This is an optimization exercise on Yosys and OpenROAD, whose aim is small area and a short achievable clock period, not a production implementation. Only simulation tests tie the RTL to the original design; equivalence was not proved.

==> flow/design.v <==
module bcd_top (
  input  wire        clk,
  input  wire [15:0] bin_in,
  output reg  [18:0] bcd_out
);
  reg  [15:0] b_q;
  wire [18:0] p;
  binbcd16 u_conv (.B(b_q), .P(p));
  always @(posedge clk) begin
    b_q     <= bin_in;
    bcd_out <= p;
  end
endmodule

  module binbcd16(B,P);
	input [15:0] B;
	output [18:0] P;
	reg [18:0] P;
	reg [35:0] z;
	integer i;
  always @(B)
  begin
    for(i = 0; i <= 35; i = i+1)
	z[i] = 0;
    z[18:3] = B;
    for(i = 0; i <= 12; i = i+1)
    begin
	if(z[19:16] > 4)	
		z[19:16] = z[19:16] + 3;
	if(z[23:20] > 4) 	
		z[23:20] = z[23:20] + 3;
	if(z[27:24] > 4) 	
		z[27:24] = z[27:24] + 3;
	if(z[31:28] > 4) 	
		z[31:28] = z[31:28] + 3;
		if(z[35:32] > 4) 	
		z[35:32] = z[35:32] + 3;
	z[35:1] = z[34:0];
    end      
    P = z[35:16];	
  end 
endmodule
==> flow/run.sh <==
#!/bin/bash
# synth_recipe.tcl (not shown) runs the flow's synth.tcl, then flattens the netlist and writes it again
# the make line also repeats each setting of config.mk as NAME=value (left out here)
make -C /OpenROAD-flow-scripts/flow DESIGN_CONFIG=/design/flow/config.mk WORK_HOME=/design/flow/orfs CLKGATE_MAP_FILE= SYNTH_SCRIPT=/design/flow/synth_recipe.tcl finish
==> flow/constraint.sdc <==
create_clock -name core_clock -period 12.0 [get_ports {clk}]
set_input_delay 2.4000 -clock core_clock [delete_from_list [all_inputs] [get_ports {clk}]]
set_output_delay 2.4000 -clock core_clock [all_outputs]
set_load 0.01 [all_outputs]
==> flow/config.mk <==
export PLATFORM = sky130hd
export DESIGN_NAME = bcd_top
export DESIGN_NICKNAME = bcd_top
export VERILOG_FILES = /design/flow/design.v
export SDC_FILE = /design/flow/constraint.sdc
export NUM_CORES = 4
export LEC_CHECK = 0
export CAP_MARGIN = 20
export CORE_MARGIN = 2
export CORE_UTILIZATION = 40
export PLACE_DENSITY = 0.6
export SLEW_MARGIN = 20
==> run notes <==
[synthesized netlist by cell type (all sizes together), types with 10 or more instances]
cell type	n	area, um^2
a211oi	21	172.7
a21oi	59	302.8
a22oi	11	120.1
a31oi	17	106.4
and3	11	78.82
buf	25	141.4
clkbuf	25	93.84
dfxtp	35	700.7
ha	40	500.5
inv	45	168.9
mux2	14	157.7
mux2i	32	324.1
nand2	80	310.3
nand3	27	135.1
nor2	67	254.0
nor3	32	170.2
nor4	10	68.81
o211ai	23	177.7
o21ai	51	259.0
xnor2	24	210.2
[routing by layer]
layer	vias to the layer above	global-route usage	wire length, um	share of wire
met5	-	0	0	0
met4	0	0.06266	347	0.021
met3	22	0.03633	969	0.059
met2	221	0.3047	7020	0.43
met1	3044	0.2841	8026	0.49
li1	3289	-	-	-
[flip-flops by register name (all words and copies together) (netlist names)]
signal	cells
bcd_out	19
b_q	16
[final cells by class]
cell class	instances	area (um^2)
fill	1543	8417
multi-input combinational	726	5145
sequential	35	700.7
timing repair buffer	43	410.4
tap	211	264.0
inverter	47	176.4
clock buffer	5	125.1
clock inverter	3	20.02
[worst max-delay path by stage]
stage,slack (ps),endpoint,cells after the start
5_1_grt,440,bcd_out[13]$_DFF_P_,47
2_1_floorplan,3020,bcd_out[13]$_DFF_P_,47
3_5_place_dp,1780,bcd_out[13]$_DFF_P_,47
3_3_place_gp,1990,bcd_out[13]$_DFF_P_,47
4_1_cts,1700,bcd_out[13]$_DFF_P_,47
6_report,1600,bcd_out[13]$_DFF_P_,47
[logic make-up after synthesis]
family                   Yosys count
AO/OA/AOI/OAI                    313
XOR/XNOR                          32
adder cells (fa/ha/maj)           41
buffers and inverters             97
flip-flops                        35
multiplexers                      46
AND/OR/NAND/NOR                  294
==> flow_metrics.env <==
export IMPL_status="timing/DRC/antenna clean"
export IMPL_synth_mux_area_frac=0.07705
export IMPL_slew_violations=0
export IMPL_hpwl_um=11720
export IMPL_grt_usage=0.1993
export IMPL_synth_xor_area_frac=0.04923
export IMPL_hold_ws_ps=327.6
export IMPL_layout_commonest_cell="nand2_1"
export IMPL_cp_arrival_ps=10590
export IMPL_cts_buffers=5
export IMPL_synth_seq_cells=35
export IMPL_crit_path_top_delay_cell="and2_1"
export IMPL_layout_cells_non_filler=1070
export IMPL_drv_cap=0
export IMPL_htreeDepth=2
export IMPL_rows=45
export IMPL_synth_top_family_by_area="compound AO/OA/AOI/OAI gates"
export IMPL_wirelength_um=16360
export IMPL_route_detailed_wl_per_inst_um=15.29
export IMPL_crit_buf_inv=6
export IMPL_root_buffer="clkbuf_16"
export IMPL_holdCritStartpoint="b_q[0]$_DFF_P_"
export IMPL_synth_simple_area_share=0.2403
export IMPL_postRouteAntennaNets=0
export IMPL_cts_hold_buf=0
export IMPL_area_delta_synth_final_pct=9.426
export IMPL_antenna_found_initial=0
export IMPL_postSynthCellCount=858
export IMPL_drive_gt1_frac=0.08731
export IMPL_period_needed_ps=10400
export IMPL_timing_critical_path_required_ps=12190
export IMPL_grt_pass1_wl_um=28060
export IMPL_vias_per_cell=6.146
export IMPL_holdPathStages=0
export IMPL_path_clk_slew_ps=60
export IMPL_drcViolationCount=0
export IMPL_synth_area_per_cell_um2=7.287
export IMPL_hold_path_class="reg2reg"
export IMPL_ys_seq_area_frac=0.1121
export IMPL_synth_edf_count=0
export IMPL_r2r_slack_ps=1600
export IMPL_worst_pin_slew_ps=923.7
export IMPL_ys_warn_count=2
export IMPL_die_y_um=129.0
export IMPL_setup_slack_ps=1597
export IMPL_insertion_delay_ps=310
export IMPL_start_util=0.4098
export IMPL_final_cell_mix="nand2_1, nor2_1, a21oi_1, inv_1"
export IMPL_synth_cell_area_um2=6252
export IMPL_critical_path_max_stage_delay_ps=690
export IMPL_dr_first_iter_drc_count=801
export IMPL_die_w_um=129.0
export IMPL_placed_area_um2=6696
export IMPL_port_buffers=35
export IMPL_crit_path_start="b_q[13]$_DFF_P_"
export IMPL_cp_top_family="compound AO/OA/AOI/OAI gates"
export IMPL_cts_tree="done"
export IMPL_max_slew_margin=0.3801
export IMPL_final_nets=915
export IMPL_syn_num_nets=915
export IMPL_place_inst=1062
export IMPL_worstSetupStartpointType="flip-flop"
export IMPL_clockBufferDepth=2
export IMPL_final_core_util=0.4484
export IMPL_gp_congestion=0.8800
export IMPL_hold_violations=0
export IMPL_postCtsSetupRepairBufs=0
export IMPL_cts_resized_gates=0
export IMPL_clock_skew_ps=8.226
export IMPL_grt_max_degree=26
export IMPL_num_vias=6576
export IMPL_crit_top_cell="ha_1"
export IMPL_yosysUniqueCellTypes=104
export IMPL_fin_crit_sh=0.8669
export IMPL_cts_sinks=35
export IMPL_place_ws_ps=1779
export IMPL_r2r_end="bcd_out[13]$_DFF_P_"
export IMPL_min_to="bcd_out[0]$_DFF_P_"
export IMPL_r2r_start="b_q[13]$_DFF_P_"
export IMPL_synthArstFlopShare=0
export IMPL_tns_ps=0
export IMPL_grt_pass1_vias=5878
export IMPL_synth_compound_area_frac=0.3738
export IMPL_end_kind="flip-flop"
export IMPL_design_die_area_um2=16650
export IMPL_fmax_mhz=96.12
export IMPL_core_area_um2=15260
export IMPL_io_pins=36
export IMPL_rsz0062_at_grt="false"
export IMPL_grt_ovfl_total=0
export IMPL_worst_path_max_fanout=22
export IMPL_setup_viol=0
export IMPL_num_antenna_cells=0
export IMPL_r2r_cells=47
export IMPL_synthAdderAreaFrac=0.08165
export IMPL_drt_pass1_iterations=7
export IMPL_synth_top_flop_cell="dfxtp_1"
export IMPL_fin_area_um2=6842
export IMPL_critPathKind="reg2reg"

==> re-timing with driven ports <==
In the flow no input, the clock included, has a driving cell. The finished layout below was timed again as built, in two steps.
Step 1 (the two cells are an assumption about what drives the block):
set clk [get_ports {clk}]
set_driving_cell -lib_cell sky130_fd_sc_hd__clkbuf_16 $clk
set_driving_cell -lib_cell sky130_fd_sc_hd__buf_2 [delete_from_list [all_inputs] $clk]
Step 2, shift: input delay + t, output delay - t, t = (earliest + latest rising clock arrival at the registers) / 2. This alone moves slack from input paths to output paths.
Slacks: ideal ports / drivers / drivers and shift; pairs: ideal ports / drivers.
t (ns): 0.341
setup slack, ns: 1.597 / 1.597 / 1.597
worst setup path after step 2: register to register
worst slew at a driven data input, ns: 0.03
After both steps this run still meets setup and hold. For this run, drivers alone change the setup slack by 0.000 ns; drivers and shift together by 0.000 ns.
